Source: an optimization exercise on an open RTL-to-GDS flow (aim: small area). Production flows keep margins and buffers that such runs may drop.
The RTL was checked by simulation tests, not by an equivalence proof against the original design.
No activity file was given, so power comes from the tool's default toggle rates.

==> flow/design.v (outline; a module is shown in full before it is edited, if it fits) <==
// module u_csr: 65 lines
// module u_ifu_2ff_synchronizer: 38 lines
// module u_ifu_pc_generator: 23 lines
// module u_ifu: 74 lines
// module u_idu_instBuffer: 97 lines
// module u_idu_instDecode: 210 lines
// module u_idu_bypassMUX: 105 lines
// module u_idu_dispatcher: 76 lines
// module u_idu: 135 lines
// module u_idu_super_scalar_wrapper: 482 lines
// module u_alu_adder: 10 lines
// module u_alu_logic_plane: 18 lines
// module u_alu_comparator: 13 lines
// module u_alu_shifter: 19 lines
// module u_bru: 21 lines
// module u_alu: 105 lines
// module u_iex_super_scalar_wrapper: 222 lines
// module u_lsu_store_data_extensor: 73 lines
// module u_lsu_load_data_selector: 66 lines
// module u_lsu: 95 lines
// module u_lsu_super_scalar_wrapper: 122 lines
// module u_rf: 44 lines
// module u_riscv: 361 lines
module u_riscv (
	input				clk					,
	input				rst_n					,
	input				start_pulse				,
	input	[32-1:0]		start_pc				,
	input	[2-1:0]	core_configuration			, 
	output 	[1:0] 			core_status				,
	output 	[2-1:0] 	core_exceptions				,
	output 	[32-1:0]		core_exceptions_pc			,
	output	[8-1:0]	imem_addr				,
	output					imem_cen				,
	input	[32-1:0]		imem_rd_data_1				,
	input	[32-1:0]		imem_rd_data_2				,
	output	[9-1:0]	dmem_addr				,
	output					dmem_ren				,
	output	[128-1:0]		dmem_wen				,
	output	[128-1:0]		dmem_wr_data				,
	input	[128-1:0]		dmem_rd_data
);
  // ...
==> flow/run.sh <==
#!/bin/bash
# synth_recipe.tcl (not shown) runs the flow's synth.tcl, then flattens the netlist and writes it again
# the make line also repeats each setting of config.mk as NAME=value (left out here)
make -C /OpenROAD-flow-scripts/flow DESIGN_CONFIG=/design/flow/config.mk WORK_HOME=/design/flow/orfs CLKGATE_MAP_FILE= SYNTH_SCRIPT=/design/flow/synth_recipe.tcl finish
==> flow/config.mk <==
export PLATFORM = sky130hd
export DESIGN_NAME = u_riscv
export DESIGN_NICKNAME = u_riscv
export VERILOG_FILES = /design/flow/design.v
export SDC_FILE = /design/flow/constraint.sdc
export NUM_CORES = 8
export LEC_CHECK = 0
export CAP_MARGIN = 20
export CORE_MARGIN = 2
export CORE_UTILIZATION = 40
export SLEW_MARGIN = 20
==> flow/constraint.sdc <==
create_clock -name core_clock -period 15.0 [get_ports {clk}]
set_input_delay 3.0000 -clock core_clock [delete_from_list [all_inputs] [get_ports {clk}]]
set_output_delay 3.0000 -clock core_clock [all_outputs]
set_load 0.01 [all_outputs]
==> run summary, run 1 <==
| Stage | Metric | Reported |
|---|---|---|
| yosys | Total of flip-flops plus latches after synthesis | 2185 |
| status | Status | timing/DRC/antenna clean |
| yosys | Main combinational cell family by area after synthesis | simple AND/OR/NAND/NOR gates |
| yosys | Most common cell in the netlist | sky130_fd_sc_hd__nand2_1 |
| yosys | Area share of xor/xnor cells in the synthesized design | 0.0180 |
| yosys | Cell area after technology mapping | 175000 µm² |
| placement | Number of buffers inserted by port buffering | 539 |
| yosys | Fraction of the mapped netlist area in adder cells | 0.0245 |
| setup path | Worst path max stage delay | 0.96 ns |
| layout | Area occupied by multi-input gates | 110000 µm² |
| setup path | Worst flop-to-flop path endpoint | idu.idu_iex_rs2_data_reg[34] |
| layout | Post-synthesis to final-layout area growth | 11.0% |
| layout | Number of non-clock inverters | 336 |
| routing | Drt first pass iters | 10 |
| floorplanning | Inserted tap cell count | 5734 |
| pwr | Fraction of power consumed by sequential logic | 0.172 |
| setup path | Category of cells accounting for the largest share of critical-path delay | simple AND/OR/NAND/NOR gates |
| yosys | Synth area leader | sky130_fd_sc_hd__dfrtp_1 |
| setup path | Worst endpoint data arrival time | 9.15 ns |
| setup path | CP startpoint kind | flip-flop |
| setup path | Worst setup path end | dmem_wen[99] |
| routing | First-iteration detailed-routing DRC count | 33500 |
| yosys | Basic-gate share of the synthesized area counting and, or, nand and nor cells | 0.232 |
| cts | Clk Latency, worst-skew pair | 1.04 ns |
| setup path | Largest driver fanout on the critical path | 43 |
| yosys | Post-synth EDFFs | 96 |
| pwr | Leading power group | combinational cells |
| layout | Total area of sequential cells | 54800 µm² |
| grt | Antenna violations before repair | 105 |
| yosys | Instance count of the mapped netlist | 22600 |
| routing | Wire length on met3 | 138 mm |
| floorplanning | Core Box Area | 435000 µm² |
| grt | Global-route met3 utilization | 0.151 |
| hold path | Worst hold path depth | 1 |
| grt | Global-route wire length before repair | 1370 mm |
| pwr | Clock share of power | 0.147 |
==> module u_idu_instBuffer, before the edit <==
module u_idu_instBuffer (
	input						clk,
	input						rst_n,
	input						sync_start_pulse,
	input						ifu_idu_fetch_vld,
	output						idu_ifu_instBuffer_full,
	input						dispatch_vld_0,
	input						dispatch_vld_1,
	input						dispatcher_detect_exceptions_wfi,
	input						bru_flush,
	output						instBuffer_inst_vld_0,
	output						instBuffer_inst_vld_1,
	input	[32-1:0]	inst_in_0,
	input	[32-1:0]	inst_in_1,
	input	[32-1:0]		pc_in_0,
	input	[32-1:0]		pc_in_1,
	input						unalign_pc_in_0,
	input						unalign_pc_in_1,
	output	[32-1:0]	inst_out_0,
	output	[32-1:0]	inst_out_1,
	output	[32-1:0]		pc_out_0,
	output	[32-1:0]		pc_out_1,
	output						unalign_pc_out_0,
	output						unalign_pc_out_1
);
reg [32-1:0] instBuffer_inst_reg [8-1:0];
reg [32-1:0] instBuffer_pc_reg [8-1:0];
reg instBuffer_unalign_pc_reg [8-1:0];
wire instBuffer_wen;
wire [32-1:0] instBuffer_read_inst_0;
wire [32-1:0] instBuffer_read_inst_1;
wire [32-1:0] instBuffer_read_pc_0;
wire [32-1:0] instBuffer_read_pc_1;
wire instBuffer_read_unalign_pc_0;
wire instBuffer_read_unalign_pc_1;
reg [3:0] rd_ptr;
reg [3:0] wr_ptr;
wire [3:0] rd_ptr_nxt;
wire [3:0] wr_ptr_nxt;
wire [3:0] rd_ptr_plus_one;
wire [3:0] wr_ptr_plus_one;
wire buffer_clear;
wire buffer_full;
wire buffer_empty;
wire buffer_contain_one_entry;
assign buffer_clear = bru_flush | dispatcher_detect_exceptions_wfi | sync_start_pulse;
assign buffer_full = (rd_ptr[3] != wr_ptr_plus_one[3]) && (rd_ptr[3-1:0] <= wr_ptr_plus_one[3-1:0]);
assign buffer_empty = (rd_ptr == wr_ptr);
assign buffer_contain_one_entry = (rd_ptr_plus_one == wr_ptr);
assign rd_ptr_plus_one = rd_ptr + 'd1;
assign wr_ptr_plus_one = wr_ptr + 'd1;
assign rd_ptr_nxt = (buffer_clear)? 'b0 : (rd_ptr + dispatch_vld_0 + dispatch_vld_1);
assign wr_ptr_nxt = (buffer_clear)? 'b0 : (wr_ptr + {ifu_idu_fetch_vld,1'b0});
always @ (posedge clk or negedge rst_n) begin
	if(!rst_n) begin
		rd_ptr <= 'b0;
		wr_ptr <= 'b0;
	end
	else begin
		rd_ptr <= rd_ptr_nxt;
		wr_ptr <= wr_ptr_nxt;
	end
end
assign instBuffer_wen = ifu_idu_fetch_vld;
always @ (posedge clk or negedge rst_n) begin
	if(!rst_n) begin
		for(int i=0; i<8; i++) begin
			instBuffer_inst_reg[i] <= 'b0;
			instBuffer_pc_reg[i] <= 'b0;
			instBuffer_unalign_pc_reg[i] <= 'b0;
		end
	end
	else if(instBuffer_wen) begin
		instBuffer_inst_reg[wr_ptr[3-1:0]] <= inst_in_0;
		instBuffer_inst_reg[wr_ptr_plus_one[3-1:0]] <= inst_in_1;
		instBuffer_pc_reg[wr_ptr[3-1:0]] <= pc_in_0;
		instBuffer_pc_reg[wr_ptr_plus_one[3-1:0]] <= pc_in_1;
		instBuffer_unalign_pc_reg[wr_ptr[3-1:0]] <= unalign_pc_in_0;
		instBuffer_unalign_pc_reg[wr_ptr_plus_one[3-1:0]] <= unalign_pc_in_1;
	end
end
assign instBuffer_read_inst_0 = instBuffer_inst_reg[rd_ptr[3-1:0]];
assign instBuffer_read_inst_1 = instBuffer_inst_reg[rd_ptr_plus_one[3-1:0]];
assign instBuffer_read_pc_0 = instBuffer_pc_reg[rd_ptr[3-1:0]];
assign instBuffer_read_pc_1 = instBuffer_pc_reg[rd_ptr_plus_one[3-1:0]];
assign instBuffer_read_unalign_pc_0 = instBuffer_unalign_pc_reg[rd_ptr[3-1:0]];
assign instBuffer_read_unalign_pc_1 = instBuffer_unalign_pc_reg[rd_ptr_plus_one[3-1:0]];
assign inst_out_0 		= instBuffer_read_inst_0;
assign inst_out_1 		= instBuffer_read_inst_1;
assign pc_out_0 		= instBuffer_read_pc_0;
assign pc_out_1 		= instBuffer_read_pc_1;
assign unalign_pc_out_0	= instBuffer_read_unalign_pc_0;
assign unalign_pc_out_1	= instBuffer_read_unalign_pc_1;
assign instBuffer_inst_vld_0 = !buffer_empty;
assign instBuffer_inst_vld_1 = !(buffer_contain_one_entry | buffer_empty);
assign idu_ifu_instBuffer_full = buffer_full;
endmodule
==> module u_alu_comparator, before the edit <==
module u_alu_comparator (
	input [32-1:0] comp_data_in_1,
	input [32-1:0] comp_data_in_2,
	input unsigned_comp,
	output [32-1:0] comp_data_out
);
wire unsigned_comp_result;
wire signed_comp_result;
assign signed_comp_result = ($signed(comp_data_in_1) < $signed(comp_data_in_2));
assign unsigned_comp_result = (comp_data_in_1 < comp_data_in_2);
assign comp_data_out[0] = (unsigned_comp)? unsigned_comp_result : signed_comp_result; 
assign comp_data_out[32-1:1] = 'b0;
endmodule
==> module u_alu_shifter, before the edit <==
module u_alu_shifter (
	input [32-1:0] shifter_data_in_1,
	input [5-1:0] shifter_data_in_2,
	input right_shift,
	input logical_shift,
	output [32-1:0] shifter_data_out,
	output shifter_output_vld
);
wire [32-1:0] left_shift_result;	 
wire [32-1:0] right_shift_result;
wire [32-1:0] right_logical_shift_result;
wire [32-1:0] right_arithmetic_shift_result;
assign left_shift_result = shifter_data_in_1 << shifter_data_in_2;
assign right_arithmetic_shift_result = $signed(shifter_data_in_1) >>> shifter_data_in_2;
assign right_logical_shift_result = shifter_data_in_1 >> shifter_data_in_2;
assign right_shift_result = (logical_shift)? right_logical_shift_result : right_arithmetic_shift_result;
assign shifter_data_out = (right_shift)? right_shift_result : left_shift_result;
assign shifter_output_vld = right_shift | logical_shift;	 
endmodule
==> module u_alu, before the edit <==
module u_alu (
	input	[32-1:0]		iex_alu_pc,			 
	input	[32-1:0]	iex_alu_rs1_data,
	input	[32-1:0]	iex_alu_rs2_data,
	input	[32-1:0]	iex_alu_imm_data,
	input						iex_alu_pipe_vld,
	input						iex_alu_flag_adder_sel_src1_pc,
	input						iex_alu_flag_adder_sel_src2_rs2,
	input						iex_alu_flag_general_sel_src2_rs2,
	input						iex_alu_flag_unsigned_data,
	input						iex_alu_flag_adder_vld,
	input						iex_alu_flag_adder_sub,
	input						iex_alu_flag_comparator_vld,
	input						iex_alu_flag_logical_plane_and,
	input						iex_alu_flag_logical_plane_or,
	input						iex_alu_flag_logical_plane_xor,
	input						iex_alu_flag_shifter_right_shift,
	input						iex_alu_flag_shifter_logical_shift,
	input						iex_alu_flag_bru_jal,
	input						iex_alu_flag_bru_jalr,
	input						iex_alu_flag_bru_bge,
	input						iex_alu_flag_bru_blt,
	input						iex_alu_flag_bru_beq,
	input						iex_alu_flag_bru_bne,
	output						alu_iex_bru_vld,
	output						alu_iex_bru_flush,
	output	[32-1:0]		alu_iex_bru_redir_pc,
	output	[32-1:0]	alu_iex_cal_data
);
wire	[32-1:0]	alu_output_result;
wire	[32-1:0]	adder_result;
wire	[32-1:0]	comparator_result;
wire	[32-1:0]	logic_plane_result;
wire	[32-1:0]	shifter_result;
wire	[32-1:0]	return_address;
wire	[32-1:0]	adder_data_in_1;
wire	[32-1:0]	adder_data_in_2;
wire	[32-1:0]	non_adder_data_in_1;
wire	[32-1:0]	non_adder_data_in_2;
wire 						adder_result_vld;
wire 						comparator_result_vld;
wire						logic_plane_result_vld;
wire						shifter_result_vld;
wire				jump;
wire 						bru_vld;
wire 						bru_flush;
wire	[32-1:0]	bru_pc_in;
wire	[32-1:0]	bru_redir_pc;
assign	adder_result_vld		=	iex_alu_flag_adder_vld;	 
assign	comparator_result_vld	=	iex_alu_flag_comparator_vld;  
assign	adder_data_in_1			=	(iex_alu_flag_adder_sel_src1_pc)? iex_alu_pc : iex_alu_rs1_data;
assign	adder_data_in_2			=	(iex_alu_flag_adder_sel_src2_rs2)? iex_alu_rs2_data : iex_alu_imm_data;
assign	non_adder_data_in_1		=	iex_alu_rs1_data;
assign	non_adder_data_in_2		=	(iex_alu_flag_general_sel_src2_rs2)? iex_alu_rs2_data : iex_alu_imm_data;
assign	alu_output_result		=	{32{jump}} & return_address |{32{logic_plane_result_vld}} & logic_plane_result | {32{adder_result_vld}} & adder_result | {32{comparator_result_vld}} & comparator_result | {32{shifter_result_vld}} & shifter_result;
assign	return_address			=	iex_alu_pc + 'd4;
assign jump = iex_alu_flag_bru_jal | iex_alu_flag_bru_jalr;
assign bru_pc_in = {adder_result[31:1],adder_result[0] & ~iex_alu_flag_bru_jalr};
u_alu_adder alu_adder(
	.adder_data_in_1 	(adder_data_in_1),
	.adder_data_in_2 	(adder_data_in_2),
	.sub 				(iex_alu_flag_adder_sub),
	.adder_data_out 	(adder_result)
);
u_alu_comparator alu_comparator(
	.comp_data_in_1 	(non_adder_data_in_1),
	.comp_data_in_2		(non_adder_data_in_2),
	.unsigned_comp		(iex_alu_flag_unsigned_data),
	.comp_data_out		(comparator_result)
);
u_alu_logic_plane alu_logic_plane (
	.logic_plane_data_in_1	(non_adder_data_in_1),
	.logic_plane_data_in_2	(non_adder_data_in_2),
	.and_flag				(iex_alu_flag_logical_plane_and),
	.or_flag				(iex_alu_flag_logical_plane_or),
	.xor_flag				(iex_alu_flag_logical_plane_xor),
	.logic_plane_data_out	(logic_plane_result),
	.logic_plane_output_vld	(logic_plane_result_vld)
);
u_alu_shifter alu_shifter(
	.shifter_data_in_1	(non_adder_data_in_1),
	.shifter_data_in_2	(non_adder_data_in_2[5-1:0]),
	.right_shift		(iex_alu_flag_shifter_right_shift),
	.logical_shift		(iex_alu_flag_shifter_logical_shift),
	.shifter_data_out	(shifter_result),
	.shifter_output_vld	(shifter_result_vld)
);
u_bru bru(
	.bru_redir_pc_in 	(bru_pc_in),
	.jump				(jump),
	.blt				(iex_alu_flag_bru_blt),
	.bge				(iex_alu_flag_bru_bge),
	.beq				(iex_alu_flag_bru_beq),
	.bne				(iex_alu_flag_bru_bne),
	.slt_result			(comparator_result),
	.xor_result			(logic_plane_result),
	.bru_output_vld		(bru_vld),
	.bru_flush			(bru_flush),
	.bru_redir_pc		(bru_redir_pc)
);
assign	alu_iex_bru_vld			=	iex_alu_pipe_vld & bru_vld;
assign	alu_iex_bru_flush		=	bru_flush;
assign	alu_iex_bru_redir_pc	=	bru_redir_pc;
assign	alu_iex_cal_data		=	alu_output_result;
endmodule
==> module u_rf, before the edit <==
module u_rf (
	input						clk,
	input						rst_n,
	input [2-1:0][32-1:0]		lsu_rf_pc			,
	input [2-1:0]lsu_rf_pipe_vld	,
	input [2-1:0]lsu_rf_wen			,
	input [2-1:0][5-1:0]	lsu_rf_rd			, 
	input [2-1:0][32-1:0]	lsu_rf_wr_data		,
	input [2-1:0][5-1:0]	idu_rf_rs1_idx		,
	input [2-1:0][5-1:0]	idu_rf_rs2_idx		,
	output [2-1:0][32-1:0]	rf_idu_rs1_data		,
	output [2-1:0][32-1:0]	rf_idu_rs2_data		,
	output [2-1:0][32-1:0]	rf_idu_byp_data		,
	output [2-1:0]rf_idu_pipe_vld		,
	output [2-1:0]rf_idu_rd_vld		,
	output [2-1:0][5-1:0]	rf_idu_rd			
);
reg [32-1:0] [32-1:0] rf_data_array;	
wire [2-1:0]rf_wen	;
assign rf_wen[0] = lsu_rf_pipe_vld[0] & lsu_rf_wen[0] & (lsu_rf_rd[0] != lsu_rf_rd[1]);
assign rf_wen[1] = lsu_rf_pipe_vld[1] & lsu_rf_wen[1];
always @(posedge clk or negedge rst_n) begin
	if(~rst_n) begin
		for(int i=0; i<32; i++) begin
			rf_data_array[i] <= 'b0;
		end
	end
	else begin 
		for(int i=0; i<2; i++) begin
			if(rf_wen[i]) begin
				rf_data_array[lsu_rf_rd[i]] <= lsu_rf_wr_data[i];
			end
		end
	end
end
for(genvar i=0; i<2; i++) begin
	assign rf_idu_rs1_data[i] = rf_data_array[idu_rf_rs1_idx[i]];
	assign rf_idu_rs2_data[i] = rf_data_array[idu_rf_rs2_idx[i]];
end
assign	rf_idu_byp_data		=	lsu_rf_wr_data;
assign	rf_idu_rd			=	lsu_rf_rd;
assign	rf_idu_pipe_vld		=	lsu_rf_pipe_vld;
assign	rf_idu_rd_vld		=	rf_wen;
endmodule
==> inputs of run 2 (changes only) <==
==> flow/design.v (replaced) <==
module c_rd8 (input [7:0] s, input [7:0] d, output y);
assign y = |(s & d);
endmodule
module u_idu_instBuffer (
	input         clk,
	input         wen,
	input  [1:0]  wpair,
	input  [31:0] in0,
	input  [31:0] in1,
	input  [7:0]  rsel0,
	input  [7:0]  rsel1,
	output [31:0] out0,
	output [31:0] out1
);
reg [7:0][31:0] e;
genvar k, b;
for (k = 0; k < 4; k = k + 1) begin : g_pair
	always @(posedge clk) begin
		if (wen & (wpair == k)) begin
			e[2*k]   <= in0;
			e[2*k+1] <= in1;
		end
	end
end
for (b = 0; b < 32; b = b + 1) begin : g_bit
	wire [7:0] d;
	for (k = 0; k < 8; k = k + 1) begin : g_d
		assign d[k] = e[k][b];
	end
	c_rd8 r0 (.s(rsel0), .d(d), .y(out0[b]));
	c_rd8 r1 (.s(rsel1), .d(d), .y(out1[b]));
end
endmodule
module u_dec_id (
	input [31:0] inst,
	output illegal_inst,
	output wfi,
	output inst_rs1_vld,
	output inst_rs2_vld,
	output rf_wen,
	output dmem_load,
	output dmem_store
);
wire [6:0] opcode = inst[6:0];
wire [2:0] funct3 = inst[14:12];
wire [6:0] funct7 = inst[31:25];
wire lui       = (opcode == 7'b0110111);
wire auipc     = (opcode == 7'b0010111);
wire jal       = (opcode == 7'b1101111);
wire jalr      = (opcode == 7'b1100111);
wire branch    = (opcode == 7'b1100011);
wire load      = (opcode == 7'b0000011);
wire store     = (opcode == 7'b0100011);
wire imm_arith = (opcode == 7'b0010011);
wire arith     = (opcode == 7'b0110011);
wire f7_zero = (funct7 == 7'b0000000);
wire f7_30   = (funct7 == 7'b0100000);
wire f3_0 = (funct3 == 3'd0);
wire f3_1 = (funct3 == 3'd1);
wire f3_2 = (funct3 == 3'd2);
wire f3_3 = (funct3 == 3'd3);
wire f3_4 = (funct3 == 3'd4);
wire f3_5 = (funct3 == 3'd5);
wire f3_6 = (funct3 == 3'd6);
wire f3_7 = (funct3 == 3'd7);
assign wfi = (inst == 32'b00010000010100000000000001110011);
wire alphaTensor_vld = (opcode == 7'b1000001);
wire exceptions_inst = wfi | alphaTensor_vld;
wire opcode_illegal = ~(exceptions_inst | lui | auipc | jal | jalr | branch | load | store | imm_arith | arith);
wire jalr_inst    = jalr & f3_0;
wire jalr_illegal = jalr & ~f3_0;
wire beq  = branch & f3_0;
wire bne  = branch & f3_1;
wire blt  = branch & f3_4;
wire bge  = branch & f3_5;
wire bltu = branch & f3_6;
wire bgeu = branch & f3_7;
wire branch_illegal = branch & (f3_2 | f3_3);
wire lb_inst = load & f3_0;
wire lh_inst = load & f3_1;
wire lw_i    = load & f3_2;
wire lbu     = load & f3_4;
wire lhu     = load & f3_5;
wire load_illegal = load & (f3_3 | f3_6 | f3_7);
wire sb = store & f3_0;
wire sh = store & f3_1;
wire sw = store & f3_2;
wire store_illegal = store & ~(f3_0 | f3_1 | f3_2);
wire addi  = imm_arith & f3_0;
wire slti  = imm_arith & f3_2;
wire sltiu = imm_arith & f3_3;
wire xori  = imm_arith & f3_4;
wire ori   = imm_arith & f3_6;
wire andi  = imm_arith & f3_7;
wire slli  = imm_arith & f3_1 & f7_zero;
wire srli  = imm_arith & f3_5 & f7_zero;
wire srai  = imm_arith & f3_5 & f7_30;
wire slli_illegal  = imm_arith & f3_1 & ~f7_zero;
wire srali_illegal = imm_arith & f3_5 & ~f7_zero & ~f7_30;
wire imm_arith_illegal = srali_illegal | slli_illegal;
wire add      = arith & f3_0 & f7_zero;
wire sub      = arith & f3_0 & f7_30;
wire sll      = arith & f3_1 & f7_zero;
wire slt      = arith & f3_2 & f7_zero;
wire sltu     = arith & f3_3 & f7_zero;
wire xor_inst = arith & f3_4 & f7_zero;
wire srl      = arith & f3_5 & f7_zero;
wire sra      = arith & f3_5 & f7_30;
wire or_inst  = arith & f3_6 & f7_zero;
wire and_inst = arith & f3_7 & f7_zero;
wire arith_illegal = arith & (~(f7_30 | f7_zero) | (f7_30 & ~(f3_0 | f3_5)));
wire r_type = arith;
wire i_type = imm_arith | jalr | load;
wire u_type = lui | auipc;
assign dmem_load  = lb_inst | lh_inst | lw_i | lbu | lhu;
assign dmem_store = sb | sh | sw;
assign inst_rs1_vld = store | branch | i_type | r_type;
assign inst_rs2_vld = r_type | branch | store;
assign rf_wen = (u_type | jal | i_type | r_type) & (inst[11:7] != 5'd0);
wire [31:0] i_type_imm = {{21{inst[31]}}, inst[30:21], inst[20]};
wire [31:0] s_type_imm = {{21{inst[31]}}, inst[30:25], inst[11:7]};
wire [31:0] b_type_imm = {{20{inst[31]}}, inst[7], inst[30:25], inst[11:8], 1'b0};
wire [31:0] u_type_imm = {inst[31:12], 12'b0};
wire [31:0] j_type_imm = {{12{inst[31]}}, inst[19:12], inst[20], inst[30:21], 1'b0};
assign illegal_inst = opcode_illegal | branch_illegal | jalr_illegal | load_illegal | store_illegal | imm_arith_illegal | arith_illegal;
endmodule
module u_dec_ex (
	input [31:0] inst,
	output [31:0] imm_data_out,
	output rf_wen,
	output dmem_load,
	output dmem_store,
	output st_hw,
	output st_w,
	output alu_adder_sel_src1_pc,
	output alu_adder_sel_src2_rs2,
	output alu_general_sel_src2_rs2,
	output unsigned_data,
	output adder_vld,
	output adder_sub,
	output comparator_vld,
	output logical_plane_and,
	output logical_plane_or,
	output logical_plane_xor,
	output shifter_right_shift,
	output shifter_logical_shift,
	output bru_jal,
	output bru_jalr,
	output bru_bge,
	output bru_blt,
	output bru_beq,
	output bru_bne
);
wire [6:0] opcode = inst[6:0];
wire [2:0] funct3 = inst[14:12];
wire [6:0] funct7 = inst[31:25];
wire lui       = (opcode == 7'b0110111);
wire auipc     = (opcode == 7'b0010111);
wire jal       = (opcode == 7'b1101111);
wire jalr      = (opcode == 7'b1100111);
wire branch    = (opcode == 7'b1100011);
wire load      = (opcode == 7'b0000011);
wire store     = (opcode == 7'b0100011);
wire imm_arith = (opcode == 7'b0010011);
wire arith     = (opcode == 7'b0110011);
wire f7_zero = (funct7 == 7'b0000000);
wire f7_30   = (funct7 == 7'b0100000);
wire f3_0 = (funct3 == 3'd0);
wire f3_1 = (funct3 == 3'd1);
wire f3_2 = (funct3 == 3'd2);
wire f3_3 = (funct3 == 3'd3);
wire f3_4 = (funct3 == 3'd4);
wire f3_5 = (funct3 == 3'd5);
wire f3_6 = (funct3 == 3'd6);
wire f3_7 = (funct3 == 3'd7);
wire jalr_inst    = jalr & f3_0;
wire jalr_illegal = jalr & ~f3_0;
wire beq  = branch & f3_0;
wire bne  = branch & f3_1;
wire blt  = branch & f3_4;
wire bge  = branch & f3_5;
wire bltu = branch & f3_6;
wire bgeu = branch & f3_7;
wire branch_illegal = branch & (f3_2 | f3_3);
wire lb_inst = load & f3_0;
wire lh_inst = load & f3_1;
wire lw_i    = load & f3_2;
wire lbu     = load & f3_4;
wire lhu     = load & f3_5;
wire load_illegal = load & (f3_3 | f3_6 | f3_7);
wire sb = store & f3_0;
wire sh = store & f3_1;
wire sw = store & f3_2;
wire store_illegal = store & ~(f3_0 | f3_1 | f3_2);
wire addi  = imm_arith & f3_0;
wire slti  = imm_arith & f3_2;
wire sltiu = imm_arith & f3_3;
wire xori  = imm_arith & f3_4;
wire ori   = imm_arith & f3_6;
wire andi  = imm_arith & f3_7;
wire slli  = imm_arith & f3_1 & f7_zero;
wire srli  = imm_arith & f3_5 & f7_zero;
wire srai  = imm_arith & f3_5 & f7_30;
wire slli_illegal  = imm_arith & f3_1 & ~f7_zero;
wire srali_illegal = imm_arith & f3_5 & ~f7_zero & ~f7_30;
wire imm_arith_illegal = srali_illegal | slli_illegal;
wire add      = arith & f3_0 & f7_zero;
wire sub      = arith & f3_0 & f7_30;
wire sll      = arith & f3_1 & f7_zero;
wire slt      = arith & f3_2 & f7_zero;
wire sltu     = arith & f3_3 & f7_zero;
wire xor_inst = arith & f3_4 & f7_zero;
wire srl      = arith & f3_5 & f7_zero;
wire sra      = arith & f3_5 & f7_30;
wire or_inst  = arith & f3_6 & f7_zero;
wire and_inst = arith & f3_7 & f7_zero;
wire arith_illegal = arith & (~(f7_30 | f7_zero) | (f7_30 & ~(f3_0 | f3_5)));
assign bru_jal  = jal;
assign bru_jalr = jalr_inst;
assign bru_beq  = beq;
assign bru_bne  = bne;
assign bru_blt  = blt | bltu;
assign bru_bge  = bge | bgeu;
assign unsigned_data         = bltu | bgeu | sltiu | sltu | lbu | lhu;
assign adder_vld             = lui | auipc | lb_inst | lh_inst | lw_i | lbu | lhu | addi | add | sub;
assign adder_sub             = sub;
assign comparator_vld        = slt | sltu | slti | sltiu;
assign logical_plane_and     = and_inst | andi;
assign logical_plane_or      = or_inst | ori;
assign logical_plane_xor     = xor_inst | xori | beq | bne;
assign shifter_right_shift   = sra | srl | srai | srli;
assign shifter_logical_shift = srl | sll | srli | slli;
wire r_type = arith;
wire i_type = imm_arith | jalr | load;
wire u_type = lui | auipc;
assign alu_adder_sel_src1_pc    = auipc | branch | jal;
assign alu_adder_sel_src2_rs2   = r_type;
assign alu_general_sel_src2_rs2 = r_type | branch;
assign dmem_load  = lb_inst | lh_inst | lw_i | lbu | lhu;
assign dmem_store = sb | sh | sw;
assign st_hw = sh | sw;
assign st_w  = sw;
assign rf_wen = (u_type | jal | i_type | r_type) & (inst[11:7] != 5'd0);
wire [31:0] i_type_imm = {{21{inst[31]}}, inst[30:21], inst[20]};
wire [31:0] s_type_imm = {{21{inst[31]}}, inst[30:25], inst[11:7]};
wire [31:0] b_type_imm = {{20{inst[31]}}, inst[7], inst[30:25], inst[11:8], 1'b0};
wire [31:0] u_type_imm = {inst[31:12], 12'b0};
wire [31:0] j_type_imm = {{12{inst[31]}}, inst[19:12], inst[20], inst[30:21], 1'b0};
assign imm_data_out = ({32{i_type}} & i_type_imm) | ({32{store}} & s_type_imm) | ({32{branch}} & b_type_imm) | ({32{u_type}} & u_type_imm) | ({32{jal}} & j_type_imm);
endmodule
module c_cyn (input p, input g, input c, output nco);
assign nco = ~(g | (p & c));
endmodule
module c_cyp (input np, input ng, input nc, output co);
assign co = ~(ng & (np | nc));
endmodule
module c_xor2 (input a, input b, output y);
assign y = a ^ b;
endmodule
module c_xnor2 (input a, input b, output y);
assign y = ~(a ^ b);
endmodule
module c_and2 (input a, input b, output y);
assign y = a & b;
endmodule
module c_or2 (input a, input b, output y);
assign y = a | b;
endmodule
module c_nor2 (input a, input b, output y);
assign y = ~(a | b);
endmodule
module u_add32 (
	input  [31:0] a,
	input  [31:0] b,
	input         ci,
	output [31:0] s
);
wire [32:0] c;
assign c[0] = ci;
genvar i;
for (i = 0; i < 32; i = i + 1) begin : g_bit
	if (i % 2 == 0) begin : g_even
		wire p, g;
		c_xor2 up (.a(a[i]), .b(b[i]), .y(p));
		c_and2 ug (.a(a[i]), .b(b[i]), .y(g));
		c_cyn  uc (.p(p), .g(g), .c(c[i]), .nco(c[i+1]));
		c_xor2 us (.a(p), .b(c[i]), .y(s[i]));
	end else begin : g_odd
		wire np, ng;
		c_xnor2 up (.a(a[i]), .b(b[i]), .y(np));
		c_nand2 ug (.a(a[i]), .b(b[i]), .y(ng));
		c_cyp   uc (.np(np), .ng(ng), .nc(c[i]), .co(c[i+1]));
		c_xor2  us (.a(np), .b(c[i]), .y(s[i]));
	end
end
endmodule
module u_inc30 (
	input  [29:0] a,
	output [29:0] s
);
wire [8:0] gc;		 
assign gc[0] = 1'b1;
genvar j, k;
for (j = 0; j < 8; j = j + 1) begin : g_grp
	localparam integer W = (j == 7) ? 2 : 4;
	wire [3:0] c;
	assign c[0] = gc[j];
	for (k = 1; k < W; k = k + 1) begin : g_in
		assign c[k] = c[k-1] & a[4*j+k-1];
	end
	for (k = 0; k < W; k = k + 1) begin : g_s
		assign s[4*j+k] = a[4*j+k] ^ c[k];
	end
	assign gc[j+1] = gc[j] & (&a[4*j +: W]);
end
endmodule
module u_inc29 (
	input  [28:0] a,
	output [28:0] s
);
wire [29:0] c;
assign c[0] = 1'b1;
genvar i;
for (i = 0; i < 29; i = i + 1) begin : g_bit
	assign s[i]   = a[i] ^ c[i];
	assign c[i+1] = a[i] & c[i];
end
endmodule
module u_pcsub (
	input  [29:0] a,
	input  [3:0]  c,
	output [29:0] s
);
wire [30:0] bw;
assign bw[0] = 1'b0;
genvar i;
for (i = 0; i < 30; i = i + 1) begin : g_bit
	if (i < 4) begin : g_full
		assign s[i]    = a[i] ^ c[i] ^ bw[i];
		assign bw[i+1] = (~a[i] & c[i]) | (~a[i] & bw[i]) | (c[i] & bw[i]);
	end else begin : g_dec
		assign s[i]    = a[i] ^ bw[i];
		assign bw[i+1] = ~a[i] & bw[i];
	end
end
endmodule
module u_cmp_grp_p (input [3:0] x, input [3:0] y, output G, output T);
wire [3:0] g = x & y;
wire [3:0] t = x | y;
assign G = g[3] | (t[3] & (g[2] | (t[2] & (g[1] | (t[1] & g[0])))));
assign T = &t;
endmodule
module u_cmp_grp_n (input [3:0] x, input [3:0] y, output nG, output nT);
wire [3:0] g = x & y;
wire [3:0] t = x | y;
assign nG = ~(g[3] | (t[3] & (g[2] | (t[2] & (g[1] | (t[1] & g[0]))))));
assign nT = ~(&t);
endmodule
module u_alu_comparator (
	input  [31:0] a,
	input  [31:0] nb,
	input         unsigned_comp,
	output        lt
);
wire [31:0] x = {a[31] ^ ~unsigned_comp, a[30:0]};
wire [31:0] y = {nb[31] ^ ~unsigned_comp, nb[30:0]};
wire [8:0] c;
assign c[0] = 1'b1;
genvar j;
for (j = 0; j < 8; j = j + 1) begin : g_grp
	if (j % 2 == 0) begin : g_even
		wire G, T;
		u_cmp_grp_p ug (.x(x[4*j +: 4]), .y(y[4*j +: 4]), .G(G), .T(T));
		c_cyn uc (.p(T), .g(G), .c(c[j]), .nco(c[j+1]));
	end else begin : g_odd
		wire nG, nT;
		u_cmp_grp_n ug (.x(x[4*j +: 4]), .y(y[4*j +: 4]), .nG(nG), .nT(nT));
		c_cyp uc (.np(nT), .ng(nG), .nc(c[j]), .co(c[j+1]));
	end
end
assign lt = ~c[8];
endmodule
module c_mux2i (input a, input b, input s, output y);
assign y = ~(s ? b : a);
endmodule
module u_alu_shifter (
	input  [31:0] d,
	input  [4:0]  n,
	input         right_shift,
	input         logical_shift,
	output [31:0] q
);
wire fill  = right_shift & ~logical_shift & d[31];
wire nfill = ~fill;
wire [31:0] l0;
wire [31:0] l1;
wire [31:0] l2;
wire [31:0] l3;
wire [31:0] l4;
genvar i;
for (i = 0; i < 32; i = i + 1) begin : g_bit
	c_mux2i m0 (.a(d[31-i]), .b(d[i]), .s(right_shift), .y(l0[i]));
	c_mux2i m1 (.a(l0[i]), .b(i + 1  < 32 ? l0[i+1]  : nfill), .s(n[0]), .y(l1[i]));
	c_mux2i m2 (.a(l1[i]), .b(i + 2  < 32 ? l1[i+2]  : fill),  .s(n[1]), .y(l2[i]));
	c_mux2i m3 (.a(l2[i]), .b(i + 4  < 32 ? l2[i+4]  : nfill), .s(n[2]), .y(l3[i]));
	c_mux2i m4 (.a(l3[i]), .b(i + 8  < 32 ? l3[i+8]  : fill),  .s(n[3]), .y(l4[i]));
	c_mux2i m5 (.a(l4[i]), .b(i + 16 < 32 ? l4[i+16] : nfill), .s(n[4]), .y(q[i]));
end
endmodule
module u_alu (
	input  [31:0] pc,
	input  [31:0] ra,		 
	input  [31:0] rs1,
	input  [31:0] rs2,
	input  [31:0] imm,
	input         f_src1_pc,
	input         f_src2_rs2,
	input         f_gen_rs2,
	input         f_uns,
	input         f_add,
	input         f_sub,
	input         f_cmp,
	input         f_and,
	input         f_or,
	input         f_xor,
	input         f_shr,
	input         f_shl,
	input         f_jal,
	input         f_jalr,
	input         f_bge,
	input         f_blt,
	input         f_beq,
	input         f_bne,
	output [31:0] res,
	output [31:0] tgt,
	output        flush,
	output        bru
);
wire [31:0] a  = f_src1_pc ? pc : rs1;
wire [31:0] b  = f_src2_rs2 ? rs2 : imm;
wire [31:0] b2 = f_gen_rs2 ? rs2 : imm;
wire [31:0] sum;
u_add32 adder (.a(a), .b(b ^ {32{f_sub}}), .ci(f_sub), .s(sum));
wire lt;
u_alu_comparator comparator (.a(rs1), .nb(~b2), .unsigned_comp(f_uns), .lt(lt));
wire [31:0] lg = ((rs1 & b2) & {32{f_and}}) | ((rs1 | b2) & {32{f_or}}) | ((rs1 ^ b2) & {32{f_xor}});
wire [31:0] sh;
u_alu_shifter shifter (.d(rs1), .n(b2[4:0]), .right_shift(f_shr), .logical_shift(f_shl), .q(sh));
wire jump = f_jal | f_jalr;
wire svld = f_shr | f_shl;
wire [31:0] sh_rev;
genvar k;
for (k = 0; k < 32; k = k + 1) begin : g_rev
	assign sh_rev[k] = sh[31-k];
end
assign res = ({32{jump}} & ra) | lg | ({32{f_add}} & sum) | ({32{f_cmp}} & {31'b0, lt}) | ({32{svld & f_shr}} & sh) | ({32{svld & ~f_shr}} & sh_rev);
assign tgt = {sum[31:1], sum[0] & ~f_jalr};
wire xb = |lg;
assign flush = jump | (f_beq & ~xb) | (f_bne & xb) | (f_blt & lt) | (f_bge & ~lt);
assign bru = f_blt | f_bge | f_beq | f_bne | jump;
endmodule
module c_rfw (input w1, input d1, input w0, input d0, input h, input q, output n);
assign n = (w1 & d1) | (w0 & d0) | (h & q);
endmodule
module c_aoi222 (input a1, input a2, input b1, input b2, input c1, input c2, output y);
assign y = ~((a1 & a2) | (b1 & b2) | (c1 & c2));
endmodule
module c_nand2 (input a, input b, output y);
assign y = ~(a & b);
endmodule
module c_rdfin (input [10:0] t, input s0, input d0, input s1, input d1, output y);
assign y = ~(&t) | (s0 & d0) | (s1 & d1);
endmodule
module c_rd35 (input [34:0] s, input [34:0] d, output y);
wire [10:0] t;
genvar g;
for (g = 0; g < 11; g = g + 1) begin : g_aoi
	c_aoi222 u (.a1(s[3*g]), .a2(d[3*g]), .b1(s[3*g+1]), .b2(d[3*g+1]), .c1(s[3*g+2]), .c2(d[3*g+2]), .y(t[g]));
end
c_rdfin u_or (.t(t), .s0(s[33]), .d0(d[33]), .s1(s[34]), .d1(d[34]), .y(y));
endmodule
module u_rf (
	input         clk,
	input         rst_n,
	input         we0,
	input         we1,
	input  [4:0]  wa0,
	input  [4:0]  wa1,
	input  [31:0] wd0,
	input  [31:0] wd1,
	input  [31:0] cal0,
	input  [31:0] cal1,
	input  [19:0] idx,		 
	input  [3:0]  srf,		 
	input  [15:0] sbyp,		 
	output [127:0] op
);
reg  [31:1][31:0] r;
reg  [31:1] v;
wire [31:1] w0;
wire [31:1] w1;
genvar i, b, p;
for (i = 1; i < 32; i = i + 1) begin : g_reg
	assign w0[i] = we0 & (wa0 == i);
	assign w1[i] = we1 & (wa1 == i);
	wire h = ~(w0[i] | w1[i]);
	wire [31:0] n;
	for (b = 0; b < 32; b = b + 1) begin : g_bit
		c_rfw u (.w1(w1[i]), .d1(wd1[b]), .w0(w0[i]), .d0(wd0[b]), .h(h), .q(r[i][b]), .n(n[b]));
	end
	always @(posedge clk) r[i] <= n;
end
always @(posedge clk or negedge rst_n) begin
	if (!rst_n) v <= 31'b0;
	else v <= v | w0 | w1;
end
for (p = 0; p < 4; p = p + 1) begin : g_port
	wire [4:0] a = idx[5*p +: 5];
	wire [34:0] s;
	for (i = 1; i < 32; i = i + 1) begin : g_sel
		assign s[i-1] = srf[p] & v[i] & (a == i);
	end
	assign s[34:31] = sbyp[4*p +: 4];
	for (b = 0; b < 32; b = b + 1) begin : g_bit
		wire [34:0] d;
		for (i = 1; i < 32; i = i + 1) begin : g_d
			assign d[i-1] = r[i][b];
		end
		assign d[34:31] = {cal1[b], cal0[b], wd1[b], wd0[b]};
		c_rd35 u (.s(s), .d(d), .y(op[32*p + b]));
	end
end
endmodule
module u_riscv (
	input				clk					,
	input				rst_n					,
	input				start_pulse				,
	input	[32-1:0]		start_pc				,
	input	[2-1:0]	core_configuration			,
	output 	[1:0] 			core_status				,
	output 	[2-1:0] 	core_exceptions				,
	output 	[32-1:0]		core_exceptions_pc			,
	output	[8-1:0]	imem_addr				,
	output					imem_cen				,
	input	[32-1:0]		imem_rd_data_1				,
	input	[32-1:0]		imem_rd_data_2				,
	output	[9-1:0]	dmem_addr				,
	output					dmem_ren				,
	output	[128-1:0]		dmem_wen				,
	output	[128-1:0]		dmem_wr_data				,
	input	[128-1:0]		dmem_rd_data
);
reg		start_pulse_ff;
reg		sync_start_pulse;
reg	[31:0]	sync_start_pc;
reg	[1:0]	sync_core_configuration;
always @(posedge clk) begin
	if (~rst_n) begin
		start_pulse_ff   <= 1'b0;
		sync_start_pulse <= 1'b0;
	end
	else begin
		start_pulse_ff   <= start_pulse & ~start_pulse_ff;
		sync_start_pulse <= start_pulse_ff;
	end
end
always @(posedge clk) begin
	if (rst_n & start_pulse & ~start_pulse_ff) begin
		sync_start_pc           <= start_pc;
		sync_core_configuration <= core_configuration;
	end
end
wire		x_wfi;
wire		x_exc;
wire	[1:0]	x_excs;
wire	[31:0]	x_epc;
reg	[1:0]	csr_status;
reg	[1:0]	csr_cfg;
reg	[1:0]	csr_exc;
reg	[31:0]	csr_epc;
always @(posedge clk or negedge rst_n) begin
	if (!rst_n) csr_status <= 2'b00;
	else if (sync_start_pulse) csr_status <= 2'b01;
	else if (x_wfi | x_exc) begin
		csr_status[0] <= 1'b0;
		csr_status[1] <= x_wfi & ~x_exc;
	end
end
always @(posedge clk or negedge rst_n) begin
	if (!rst_n) csr_cfg <= 2'b00;
	else if (sync_start_pulse) csr_cfg <= sync_core_configuration;
end
always @(posedge clk or negedge rst_n) begin
	if (!rst_n) csr_exc <= 2'b00;
	else if (sync_start_pulse) csr_exc <= 2'b00;
	else if (x_exc) csr_exc <= x_excs;
end
always @(posedge clk or negedge rst_n) begin
	if (!rst_n) csr_epc <= 32'd0;
	else if (sync_start_pulse) csr_epc <= 32'd0;
	else if (x_exc) csr_epc <= x_epc;
end
assign core_status        = csr_status;
assign core_exceptions    = csr_exc;
assign core_exceptions_pc = csr_epc;
wire core_running = csr_status[0];
wire		flush;
wire	[31:0]	redir_pc;
wire		ib_full;
wire		detect;
wire		report;
reg	[31:0]	arb_pc;
wire	[28:0]	arb_inc;
u_inc29 pc_inc (.a(arb_pc[31:3]), .s(arb_inc));
wire	[31:0]	arb_pc_q = sync_start_pulse ? sync_start_pc : (flush ? redir_pc : {arb_inc, arb_pc[2:0]});
always @(posedge clk) begin
	if (sync_start_pulse | flush | (core_running & ~(ib_full | detect | report)))
		arb_pc <= arb_pc_q;
end
assign imem_addr = arb_pc_q[9:2];
assign imem_cen  = core_running | sync_start_pulse;
wire fetch = ~(flush | ib_full | detect | report) & core_running;
wire	[1:0]	dvld;
reg	[3:0]	rd_ptr;
reg	[2:0]	wr_pair;
wire	[3:0]	wr_ptr = {wr_pair, 1'b0};
wire	[3:0]	rd_ptr_p1 = rd_ptr + 4'd1;
wire	[3:0]	wr_ptr_p1 = {wr_pair, 1'b1};
wire		ib_clear = flush | detect | sync_start_pulse;
assign ib_full = (rd_ptr[3] != wr_ptr_p1[3]) && (rd_ptr[2:0] <= wr_ptr_p1[2:0]);
wire		ib_empty = (rd_ptr == wr_ptr);
wire		ib_one   = (rd_ptr_p1 == wr_ptr);
always @(posedge clk or negedge rst_n) begin
	if (!rst_n) begin
		rd_ptr  <= 4'd0;
		wr_pair <= 3'd0;
	end
	else begin
		rd_ptr  <= ib_clear ? 4'd0 : (rd_ptr + {3'd0, dvld[0]} + {3'd0, dvld[1]});
		wr_pair <= ib_clear ? 3'd0 : (wr_pair + {2'd0, fetch});
	end
end
wire	[7:0]	rsel0 = 8'd1 << rd_ptr[2:0];
wire	[7:0]	rsel1 = {rsel0[6:0], rsel0[7]};
wire	[31:0]	inst0;
wire	[31:0]	inst1;
u_idu_instBuffer instBuffer (
	.clk	(clk),
	.wen	(~ib_full),		 
	.wpair	(wr_pair[1:0]),
	.in0	(imem_rd_data_1),
	.in1	(imem_rd_data_2),
	.rsel0	(rsel0),
	.rsel1	(rsel1),
	.out0	(inst0),
	.out1	(inst1)
);
wire		ivld0 = ~ib_empty;
wire		ivld1 = ~(ib_one | ib_empty);
wire	[3:0]	ib_cnt = wr_ptr - rd_ptr;
wire	[29:0]	pc0_hi;
u_pcsub pc_sub (.a(arb_pc[31:2]), .c(ib_cnt), .s(pc0_hi));
wire	[31:0]	id_pc0 = {pc0_hi, arb_pc[1:0]};
wire		pc_unalign = |arb_pc[1:0];
wire		unalign0 = ~rd_ptr[0] & pc_unalign;
wire		unalign1 =  rd_ptr[0] & pc_unalign;
wire	[1:0]	d_illegal, d_wfi, d_rs1v, d_rs2v, d_wen, d_ld, d_st;
wire	[1:0][31:0]	id_inst;
assign id_inst[0] = inst0;
assign id_inst[1] = inst1;
genvar gi;
for (gi = 0; gi < 2; gi = gi + 1) begin : g_dec
	u_dec_id dec (
		.inst		(id_inst[gi]),
		.illegal_inst	(d_illegal[gi]),
		.wfi		(d_wfi[gi]),
		.inst_rs1_vld	(d_rs1v[gi]),
		.inst_rs2_vld	(d_rs2v[gi]),
		.rf_wen		(d_wen[gi]),
		.dmem_load	(d_ld[gi]),
		.dmem_store	(d_st[gi])
	);
end
reg	[1:0]	ex_pv;
reg	[1:0]	ex_wfi;
reg	[1:0]	ex_excv;
reg	[1:0][1:0]	ex_excs;
reg	[31:0]	ex_pc0;
reg	[1:0][31:0]	ex_inst;
reg	[3:0][3:0]	ex_sel;		 
reg	[3:0]	ex_srf;			 
wire	[1:0][31:0]	ex_rs1;
wire	[1:0][31:0]	ex_rs2;
wire	[1:0][4:0]	ex_rd = {ex_inst[1][11:7], ex_inst[0][11:7]};
wire	[1:0]	ex_wen, ex_ld, ex_st, ex_sthw, ex_stw;
wire	[1:0]	ex_src1pc, ex_src2rs2, ex_genrs2, ex_uns, ex_add, ex_sub, ex_cmp, ex_and, ex_or, ex_xor;
wire	[1:0]	ex_shr, ex_shl, ex_jal, ex_jalr, ex_bge, ex_blt, ex_beq, ex_bne;
wire	[1:0][31:0]	ex_imm;
wire	[1:0][31:0]	alu_res;
reg	[1:0]	ls_pv;
reg	[1:0][4:0]	ls_rd;
reg	[1:0]	ls_wen, ls_ld;
reg	[1:0][2:0]	ls_f3;		 
reg	[1:0][31:0]	ls_cal;
reg	[1:0]	wb_pv;
reg	[1:0][4:0]	wb_rd;
reg	[1:0]	wb_wen;
reg	[1:0][31:0]	wb_data;
wire	[1:0]	rf_wen;
assign rf_wen[0] = wb_pv[0] & wb_wen[0] & (wb_rd[0] != wb_rd[1]);
assign rf_wen[1] = wb_pv[1] & wb_wen[1];
wire	[1:0]	e_byp = ex_pv & ex_wen & ~ex_ld;
wire	[1:0]	e_ldv = ex_pv & ex_ld;
wire	[1:0]	m_byp = ls_pv & ls_wen & ~ls_ld;
wire	[1:0]	m_ldv = ls_pv & ls_ld;
wire	[3:0][4:0]	p_idx;
wire	[3:0]	p_vld;
assign p_idx[0] = inst0[19:15];
assign p_idx[1] = inst0[24:20];
assign p_idx[2] = inst1[19:15];
assign p_idx[3] = inst1[24:20];
assign p_vld = {d_rs2v[1], d_rs1v[1], d_rs2v[0], d_rs1v[0]};
wire	[3:0]	p_stall;
wire	[15:0]	p_sbyp;
wire	[3:0]	p_srf;
genvar gp;
for (gp = 0; gp < 4; gp = gp + 1) begin : g_port
	wire [4:0] rs = p_idx[gp];
	wire       v  = p_vld[gp];
	wire [1:0] me = {v & (rs == ex_rd[1]), v & (rs == ex_rd[0])};
	wire [1:0] mm = {v & (rs == ls_rd[1]), v & (rs == ls_rd[0])};
	wire [1:0] eb = e_byp & me;
	wire [1:0] es = e_ldv & me;
	wire [1:0] mb = m_byp & mm;
	wire [1:0] ms = m_ldv & mm;
	wire       ebit = |eb;
	assign p_stall[gp] = es[1] | (es[0] & ~eb[1]) | (ms[1] & ~ebit) | (ms[0] & ~mb[1] & ~ebit);
	assign p_sbyp[4*gp +: 4] = {eb[1],
	                            eb[0] & ~eb[1],
	                            ~ebit & mb[1],
	                            ~ebit & mb[0] & ~mb[1]};
	assign p_srf[gp] = v & ~ebit & ~(|mb);
end
wire	[1:0]	stall = {p_stall[3] | p_stall[2], p_stall[1] | p_stall[0]};
wire		i0_mem = d_ld[0] | d_st[0];
wire		i1_mem = d_ld[1] | d_st[1];
wire		dep1 = d_wen[0] & d_rs1v[1] & (inst0[11:7] == inst1[19:15]);
wire		dep2 = d_wen[0] & d_rs2v[1] & (inst0[11:7] == inst1[24:20]);
wire	[1:0]	exc0;
wire	[1:0]	exc1;
assign exc0[0] = ~csr_cfg[0] & unalign0;
assign exc0[1] = ~exc0[0] & ~csr_cfg[1] & d_illegal[0];
assign exc1[0] = ~csr_cfg[0] & unalign1;
assign exc1[1] = ~exc1[0] & ~csr_cfg[1] & d_illegal[1];
wire		exc0v = |exc0;
wire		exc1v = |exc1;
wire		wfi0v = ~exc0v & d_wfi[0];
wire		wfi1v = ~exc1v & d_wfi[1];
assign dvld[0] = ivld0 & ~(stall[0] | flush);
assign dvld[1] = ivld1 & ~stall[1] & dvld[0] & ~(ivld0 & (wfi0v | exc0v)) & ~(dep1 | dep2) & ~(i0_mem & i1_mem);
assign detect  = (dvld[0] & (wfi0v | exc0v)) | (dvld[1] & (wfi1v | exc1v));
always @(posedge clk or negedge rst_n) begin
	if (!rst_n) ex_pv <= 2'b00;
	else ex_pv <= dvld;
end
always @(posedge clk or negedge rst_n) begin
	if (!rst_n) begin
		ex_wfi  <= 2'b00;
		ex_excv <= 2'b00;
	end
	else begin
		if (dvld[0]) begin
			ex_wfi[0]  <= wfi0v;
			ex_excv[0] <= exc0v;
		end
		if (dvld[1]) begin
			ex_wfi[1]  <= wfi1v;
			ex_excv[1] <= exc1v;
		end
	end
end
always @(posedge clk) begin
	ex_excs[0] <= exc0;
	ex_excs[1] <= exc1;
	ex_pc0     <= id_pc0;
	ex_inst[0] <= inst0;
	ex_inst[1] <= inst1;
	ex_sel     <= p_sbyp;
	ex_srf     <= p_srf;
end
wire	[1:0][31:0]	alu_tgt;
wire	[1:0]	alu_flush;
wire	[1:0]	alu_bru;
wire	[1:0][31:0]	ex_pc;
assign ex_pc[0] = ex_pc0;
assign ex_pc[1] = ex_ra[0];		 
for (gi = 0; gi < 2; gi = gi + 1) begin : g_exdec
	u_dec_ex dec (
		.inst				(ex_inst[gi]),
		.imm_data_out			(ex_imm[gi]),
		.rf_wen				(ex_wen[gi]),
		.dmem_load			(ex_ld[gi]),
		.dmem_store			(ex_st[gi]),
		.st_hw				(ex_sthw[gi]),
		.st_w				(ex_stw[gi]),
		.alu_adder_sel_src1_pc		(ex_src1pc[gi]),
		.alu_adder_sel_src2_rs2		(ex_src2rs2[gi]),
		.alu_general_sel_src2_rs2	(ex_genrs2[gi]),
		.unsigned_data			(ex_uns[gi]),
		.adder_vld			(ex_add[gi]),
		.adder_sub			(ex_sub[gi]),
		.comparator_vld			(ex_cmp[gi]),
		.logical_plane_and		(ex_and[gi]),
		.logical_plane_or		(ex_or[gi]),
		.logical_plane_xor		(ex_xor[gi]),
		.shifter_right_shift		(ex_shr[gi]),
		.shifter_logical_shift		(ex_shl[gi]),
		.bru_jal			(ex_jal[gi]),
		.bru_jalr			(ex_jalr[gi]),
		.bru_bge			(ex_bge[gi]),
		.bru_blt			(ex_blt[gi]),
		.bru_beq			(ex_beq[gi]),
		.bru_bne			(ex_bne[gi])
	);
end
wire	[127:0]	x_data;
u_rf rf (
	.clk	(clk),
	.rst_n	(rst_n),
	.we0	(rf_wen[0]),
	.we1	(rf_wen[1]),
	.wa0	(wb_rd[0]),
	.wa1	(wb_rd[1]),
	.wd0	(wb_data[0]),
	.wd1	(wb_data[1]),
	.cal0	(ls_cal[0]),
	.cal1	(ls_cal[1]),
	.idx	({ex_inst[1][24:15], ex_inst[0][24:15]}),
	.srf	(ex_srf),
	.sbyp	(ex_sel),
	.op	(x_data)
);
assign ex_rs1[0] = x_data[31:0];
assign ex_rs2[0] = x_data[63:32];
assign ex_rs1[1] = x_data[95:64];
assign ex_rs2[1] = x_data[127:96];
wire	[29:0]	pc0_inc4;
wire	[28:0]	pc0_inc8;
u_inc30 ra0_inc (.a(ex_pc0[31:2]), .s(pc0_inc4));
u_inc29 ra1_inc (.a(ex_pc0[31:3]), .s(pc0_inc8));
wire	[1:0][31:0]	ex_ra;
assign ex_ra[0] = {pc0_inc4, ex_pc0[1:0]};
assign ex_ra[1] = {pc0_inc8, ex_pc0[2:0]};
for (gi = 0; gi < 2; gi = gi + 1) begin : g_alu
	u_alu alu (
		.pc		(ex_pc[gi]),
		.ra		(ex_ra[gi]),
		.rs1		(ex_rs1[gi]),
		.rs2		(ex_rs2[gi]),
		.imm		(ex_imm[gi]),
		.f_src1_pc	(ex_src1pc[gi]),
		.f_src2_rs2	(ex_src2rs2[gi]),
		.f_gen_rs2	(ex_genrs2[gi]),
		.f_uns		(ex_uns[gi]),
		.f_add		(ex_add[gi]),
		.f_sub		(ex_sub[gi]),
		.f_cmp		(ex_cmp[gi]),
		.f_and		(ex_and[gi]),
		.f_or		(ex_or[gi]),
		.f_xor		(ex_xor[gi]),
		.f_shr		(ex_shr[gi]),
		.f_shl		(ex_shl[gi]),
		.f_jal		(ex_jal[gi]),
		.f_jalr		(ex_jalr[gi]),
		.f_bge		(ex_bge[gi]),
		.f_blt		(ex_blt[gi]),
		.f_beq		(ex_beq[gi]),
		.f_bne		(ex_bne[gi]),
		.res		(alu_res[gi]),
		.tgt		(alu_tgt[gi]),
		.flush		(alu_flush[gi]),
		.bru		(alu_bru[gi])
	);
end
wire	[1:0]	q;
assign q[0] = ex_pv[0];
assign q[1] = ex_pv[1] & ~(alu_flush[0] | ex_wfi[0] | ex_excv[0]);
assign x_wfi  = (q[0] & ex_wfi[0]) | (q[1] & ex_wfi[1]);
assign x_exc  = (q[0] & ex_excv[0]) | (q[1] & ex_excv[1]);
assign x_epc  = ex_excv[0] ? ex_pc[0] : ex_pc[1];
assign x_excs = ex_excv[0] ? ex_excs[0] : ex_excs[1];
assign report = ex_wfi[1] | ex_excv[1] | ex_wfi[0] | ex_excv[0];
wire	[1:0]	bflush = ex_pv & alu_bru & alu_flush;
assign flush    = |bflush;
assign redir_pc = bflush[0] ? alu_tgt[0] : alu_tgt[1];
wire	[1:0]	ren = ex_ld & q;
assign dmem_ren  = |ren;
assign dmem_addr = ({9{ren[0]}} & alu_res[0][12:4]) | ({9{ren[1]}} & alu_res[1][12:4]);
wire		wen_b = |(ex_st & q);
wire		wen_h = |(ex_sthw & q);
wire		wen_w = |(ex_stw & q);
assign dmem_wen  = {96'd0, {16{wen_w}}, {8{wen_h}}, {8{wen_b}}};
wire	[31:0]	st_data = ex_st[0] ? ex_rs2[0] : ex_rs2[1];
assign dmem_wr_data = {96'd0, st_data};		 
always @(posedge clk or negedge rst_n) begin
	if (!rst_n) ls_pv <= 2'b00;
	else ls_pv <= q & ~(ex_wfi | ex_excv);
end
always @(posedge clk) begin
	ls_rd[0]  <= ex_rd[0];
	ls_rd[1]  <= ex_rd[1];
	ls_wen    <= ex_wen;
	ls_ld     <= ex_ld;
	ls_f3[0]  <= ex_inst[0][14:12];
	ls_f3[1]  <= ex_inst[1][14:12];
	ls_cal[0] <= alu_res[0];
	ls_cal[1] <= alu_res[1];
end
wire		l1   = ~ls_ld[0];
wire	[3:0]	la   = l1 ? ls_cal[1][3:0] : ls_cal[0][3:0];
wire	[2:0]	l_f3 = l1 ? ls_f3[1] : ls_f3[0];
wire		l_lb = ~l_f3[1] & ~l_f3[0];
wire		l_lh = l_f3[0];
wire		l_lw = l_f3[1];
wire		l_un = l_f3[2];
reg	[31:0]	l_word;
always @(*) begin
	case (la[3:2])
		2'd0: l_word = dmem_rd_data[31:0];
		2'd1: l_word = dmem_rd_data[63:32];
		2'd2: l_word = dmem_rd_data[95:64];
		default: l_word = dmem_rd_data[127:96];
	endcase
end
wire	[15:0]	l_half = la[1] ? l_word[31:16] : l_word[15:0];
wire	[7:0]	l_byte = la[0] ? l_half[15:8] : l_half[7:0];
wire	[31:0]	l_data = ({32{l_lw}} & l_word) | ({32{l_lh}} & {{16{~l_un & l_half[15]}}, l_half}) | ({32{l_lb}} & {{24{~l_un & l_byte[7]}}, l_byte});
always @(posedge clk or negedge rst_n) begin
	if (!rst_n) wb_pv <= 2'b00;
	else wb_pv <= ls_pv;
end
always @(posedge clk or negedge rst_n) begin
	if (!rst_n) wb_rd[1] <= 5'd0;
	else if (ls_pv[1]) wb_rd[1] <= ls_rd[1];
end
always @(posedge clk) begin
	wb_rd[0]   <= ls_rd[0];
	wb_wen     <= ls_wen;
	wb_data[0] <= ls_ld[0] ? l_data : ls_cal[0];
	wb_data[1] <= ls_ld[1] ? l_data : ls_cal[1];
end
endmodule
==> flow/config.mk (replaced) <==
export PLATFORM = sky130hd
export DESIGN_NAME = u_riscv
export DESIGN_NICKNAME = u_riscv
export VERILOG_FILES = /design/flow/design.v
export SDC_FILE = /design/flow/constraint.sdc
export NUM_CORES = 8
export LEC_CHECK = 0
export CAP_MARGIN = 20
export CELL_PAD_IN_SITES_DETAIL_PLACEMENT = 2
export CELL_PAD_IN_SITES_GLOBAL_PLACEMENT = 2
export CORE_MARGIN = 2
export CORE_UTILIZATION = 30
export CTS_BUF_LIST = sky130_fd_sc_hd__clkbuf_4
export PLACE_DENSITY = 0.5
export SLEW_MARGIN = 20
export SYNTH_HIERARCHICAL = 1
==> run 2 against run 1 <==
  * The layout now fails its checks (max-capacitance violations)
  * Combinational power is 88% lower
  * Sequential share of layout area is 2.7 points higher
  * Clock power fell by about 30%
  * Utilization fell by 8.7 points
  * Register-to-register slack got worse by 3.0 ns
  * Synthesized cell count shrank 56%
  * Final area fell by 38%
  * Worst setup slack worse by 2.2 ns
  * Cell count decreased by 41%
  * Critical path depth increased by 7
  * Clock skew increased by 0.17 ns
  * Area after synthesis fell by 42%
  * Critical endpoint is now dmem_addr[4]
  * Largest power group is now registers
==> run summary, run 2 <==
| Stage | Metric | Reported | Change |
|---|---|---|---|
| cts | Sinks on Clock Net | 1682 |  |
| sta | Setup Viol. Count Final | 0 |  |
| pwr | Clock share of power | 0.345 | +0.198 |
| layout | Flip-flop count of the largest register after layout | 992 |  |
| layout | Layout cells sized above 1 | 0.149 |  |
| cts | Clk Latency, worst-skew pair | 1.79 ns | +0.75 ns |
| grt | Global-route congestion overflow total | 0 |  |
| layout | Number of nets at the end of the flow | 11600 |  |
| setup path | Crit. End Element | primary output |  |
| yosys | Cell area after technology mapping | 101000 µm² | -42% |
| setup path | Slowest library cell on the worst path | sky130_fd_sc_hd__nor4b_2 |  |
| cts | Clock Tree Root | sky130_fd_sc_hd__clkbuf_4 |  |
| sta | Final cycle utilization of the critical path | 0.954 |  |
| setup path | Critical path launch point | ex_inst[23] |  |
| grt | Global-route wire length before repair | 1090 mm | -20% |
| setup path | Worst path max stage delay | 0.99 ns | +0.03 ns |
| yosys | Mean area per synthesized cell | 10.1 µm² |  |
| setup path | Critical R2R Launch | ex_inst[52] |  |
| floorplanning | Top-level port count | 540 |  |
| routing | Total wirelength of the detailed-routed design | 835 mm |  |
| pwr | Internal power | 8.64 mW |  |
| status | Status | complete, but fails checks |  |
| cts | Number of hold buffers added after CTS | 0 |  |
| floorplanning | Die W | 585 µm |  |
| layout | Post-synthesis to final-layout area growth | 19.0% |  |
| pwr | Power density relative to cell area | 121 nW/µm² |  |
| hold path | Worst hold path depth | 0 | -1 |
| placement | Worst Setup Slack post-DPL | 2.85 ns |  |
| setup path | Worst flop-to-flop path endpoint | arb_pc[31] |  |
| setup path | Category of cells accounting for the largest share of critical-path delay | simple AND/OR/NAND/NOR gates |  |
| pwr | Logic pwr share | 0.267 |  |
| sta | Worst setup skew after layout | 0.242 ns |  |
| cts | Clock slew at reported path FFs | 0.07 ns |  |
| cts | Maximum level of the CTS H-tree | 6 |  |
| setup path | Worst Reg-to-Reg Cells | 45 |  |
| status | Layout Check Failures | max-capacitance violations |  |
| setup path | Worst endpoint data arrival time | 11.31 ns | +2.16 ns |
| grt | Largest net degree at the start of global routing | 71 |  |
| flow run | Number of max-cap violations | 1 |  |
| hold path | Hold Crit Start | ls_wen[1] |  |
| routing | Drt first pass iters | 22 | +12 |
| routing | Wire per inst | 50.8 µm |  |
| floorplanning | Overall die height | 585 µm |  |
| sta | Final worst setup slack | 0.686 ns |  |
| setup path | Top cell by count, worst path | sky130_fd_sc_hd__o21ai_1 |  |
| sta | Transition time of the tightest slew-check pin | 1.59 ns |  |
| placement | Number of buffers inserted by port buffering | 347 | -36% |
| layout | Final core area utilization | 0.359 |  |
| setup path | Reg-to-reg slack, setup | 2.66 ns |  |
| floorplanning | Initial Utilization | 0.301 |  |
| sta | Unrepaired setup endpoints after global routing | no |  |
| cts | Clock tree from TritonCTS | yes |  |
| sta | Accumulated negative setup slack | 0 ns |  |
| sta | Worst rel slew slack | -0.0641 |  |
| hold path | Worst min path class | flip-flop to flip-flop |  |
| grt | Overall track demand over capacity in global routing | 0.464 |  |
| setup path | Req. time, crit path | 12.00 ns |  |
| grt | Via count of the first global-routing pass | 121000 |  |
| cts | Post-CTS setup-driven buffer insertion count | 0 |  |
| setup path | Largest driver fanout on the critical path | 17 | -60% |
| routing | Via density per instance | 7.57 |  |
| pwr | Peak ir drop on the vdd network | 84.3 µV |  |
| layout | Most common cell after layout, fill and taps aside | sky130_fd_sc_hd__a222oi_1 |  |
| routing | Total number of vias | 124000 |  |
| layout | Top library cells by usage in the layout, fill and taps aside | 2466 x sky130_fd_sc_hd__a222oi_1, 1262 x sky130_fd_sc_hd__inv_1, 1246 x sky130_fd_sc_hd__dfxtp_1 |  |
| placement | Last weighted congestion value of the routability-driven placer | 1.07 |  |
| layout | Top register by number of flip-flops | rf.r |  |
| setup path | CP startpoint kind | flip-flop |  |
| pwr | Switching Share | 0.409 |  |
| floorplanning | Die footprint | 343000 µm² |  |
| cts | Total of cells resized after clock tree synthesis | 0 |  |
| pwr | Leak | 50.8 nW |  |
| yosys | Yosys Warn Count | 9 |  |
| sta | Hold Slack | 0.346 ns |  |
| pwr | Net Sw Power | 5.99 mW |  |
| hold path | Worst Hold Path EP | wb_wen[1] |  |
| setup path | Worst Path Buf+Inv | 3 |  |
| sta | Hold violation count in the final report | 0 |  |
| layout | Filler cell count | 37100 |  |
| floorplanning | Core Box Area | 336000 µm² | -23% |
| grt | Antenna violations before repair | 160 | +52% |
| sta | Final-report max-slew violation count | 13 |  |
| pwr | Total power consumption of the routed design | 14.6 mW |  |
| cts | TritonCTS Buffers | 535 |  |
| floorplanning | Row count | 213 |  |
| yosys | Instance count of the mapped netlist | 10000 | -56% |
| cts | Worst-case clock buffer depth | 4 |  |
| routing | First-iteration detailed-routing DRC count | 35200 | +5.1% |
| setup path | Path type of the worst setup path | flip-flop to primary output |  |
| placement | Hpwl dp | 551 mm |  |
| sta | Max Clk Rate | 0.0699 GHz |  |
| sta | Minimum clock period after layout | 14.31 ns |  |
| routing | Residual DRC count | 0 |  |
| routing | Detail Route Antenna Nets | 0 |  |
| pwr | Fraction of power consumed by sequential logic | 0.388 | +0.216 |
-- run 2: cell types whose count changed in the layout (fill, tap and decap cells not counted), sizes merged, moves of 975 or more --
cell    previous run  this run
dfrtp           2019        91
o21ai           1279       206
a222oi            94      2466
nor2            1291       260
nand2           5502       290
inv              319      1294
dfxtp             70      1269
nand3           1305       212
-- run 2: through the flow --
step	area [µm²]	instances
5_1_grt	120000	16400
3_5_place_dp	113000	15100
4_1_cts	119000	16000
2_1_floorplan	102000	10200
3_3_place_gp	113000	15100
6_report	121000	16400
-- run 2: layout make-up --
| class | count | area, µm² | share of cell area |
|---|---|---|---|
| Antenna cell | 459 | 1150 | 0.00952 |
| Clock buffer | 743 | 5580 | 0.0462 |
| Clock inverter | 178 | 1190 | 0.00989 |
| Inverter | 1272 | 4780 | 0.0396 |
| Multi-Input combinational cell | 6808 | 58100 | 0.481 |
| Sequential cell | 1682 | 37400 | 0.310 |
| Tap cell | 4515 | 5650 | 0.0468 |
| Timing Repair Buffer | 783 | 6830 | 0.0566 |
-- run 2: how the worst max path moves through the flow --
stage,endpoint,cells after the start
floorplan,dmem_addr[1],12
global placement,dmem_addr[4],25
detailed placement,dmem_addr[4],25
CTS,dmem_addr[4],25
global route,dmem_addr[4],23
finish,dmem_addr[4],25
-- run 2: layer usage --
| metal | GRT usage | wire length, µm | vias up |
|---|---|---|---|
| li1 | - | - | 46300 |
| met5 | 0.0272 | 1290 | - |
| met1 | 0.539 | 298000 | 63600 |
| met2 | 0.658 | 341000 | 11100 |
| met4 | 0.357 | 75100 | 90 |
| met3 | 0.211 | 120000 | 3325 |
-- run 2: power groups by stage --
stage / clock (mW) / combinational [mW] / sequential, mW
after floorplan: 0 / 2.09 / 5.39
final: 5.05 / 3.90 / 5.68
after global routing: 5.33 / 4.05 / 5.69
after CTS: 5.10 / 3.81 / 5.64
after detailed placement: 0 / 3.79 / 5.73
after global placement: 0 / 3.72 / 5.71
-- run 2: worst reg2reg max path, delay by kind of cell, from the launching register on --
family                 cells  cell delay (ns)
AO/OA/AOI/OAI             34             7.01
XOR/XNOR                   3             0.71
buffers and inverters      1             0.32
flip-flops                 1             0.76
multiplexers               2             1.03
AND/OR/NAND/NOR            5             2.27

==> static timing again, ports no longer ideal <==
How much do the figures lean on ideal ports? The routed layouts below were timed once more, with nothing changed but the port constraints. Step 1 assumes that a clkbuf_16 drives the clock port and a buf_2 every other input. Step 2 adds t to the input delays and takes it off the output delays; t is the mean of the earliest and latest rising clock arrival at the registers after step 1. Input paths then give back, and output paths get back, about the clock's delay inside the block. Slacks: ideal / step 1 / step 2; pairs: ideal / step 1.
| run | t, ns | setup slack, ns | worst setup path at the end | latest minus earliest clock arrival (ns) | pins driven straight from the clock port |
|---|---|---|---|---|---|
| run 1 | 1.104 | 2.854 / 2.750 / 3.855 | register to output | 0.075 / 0.075 | 1 |
| run 2 | 1.776 | 0.686 / 0.577 / 2.353 | register to output | 0.241 / 0.242 | 1 |
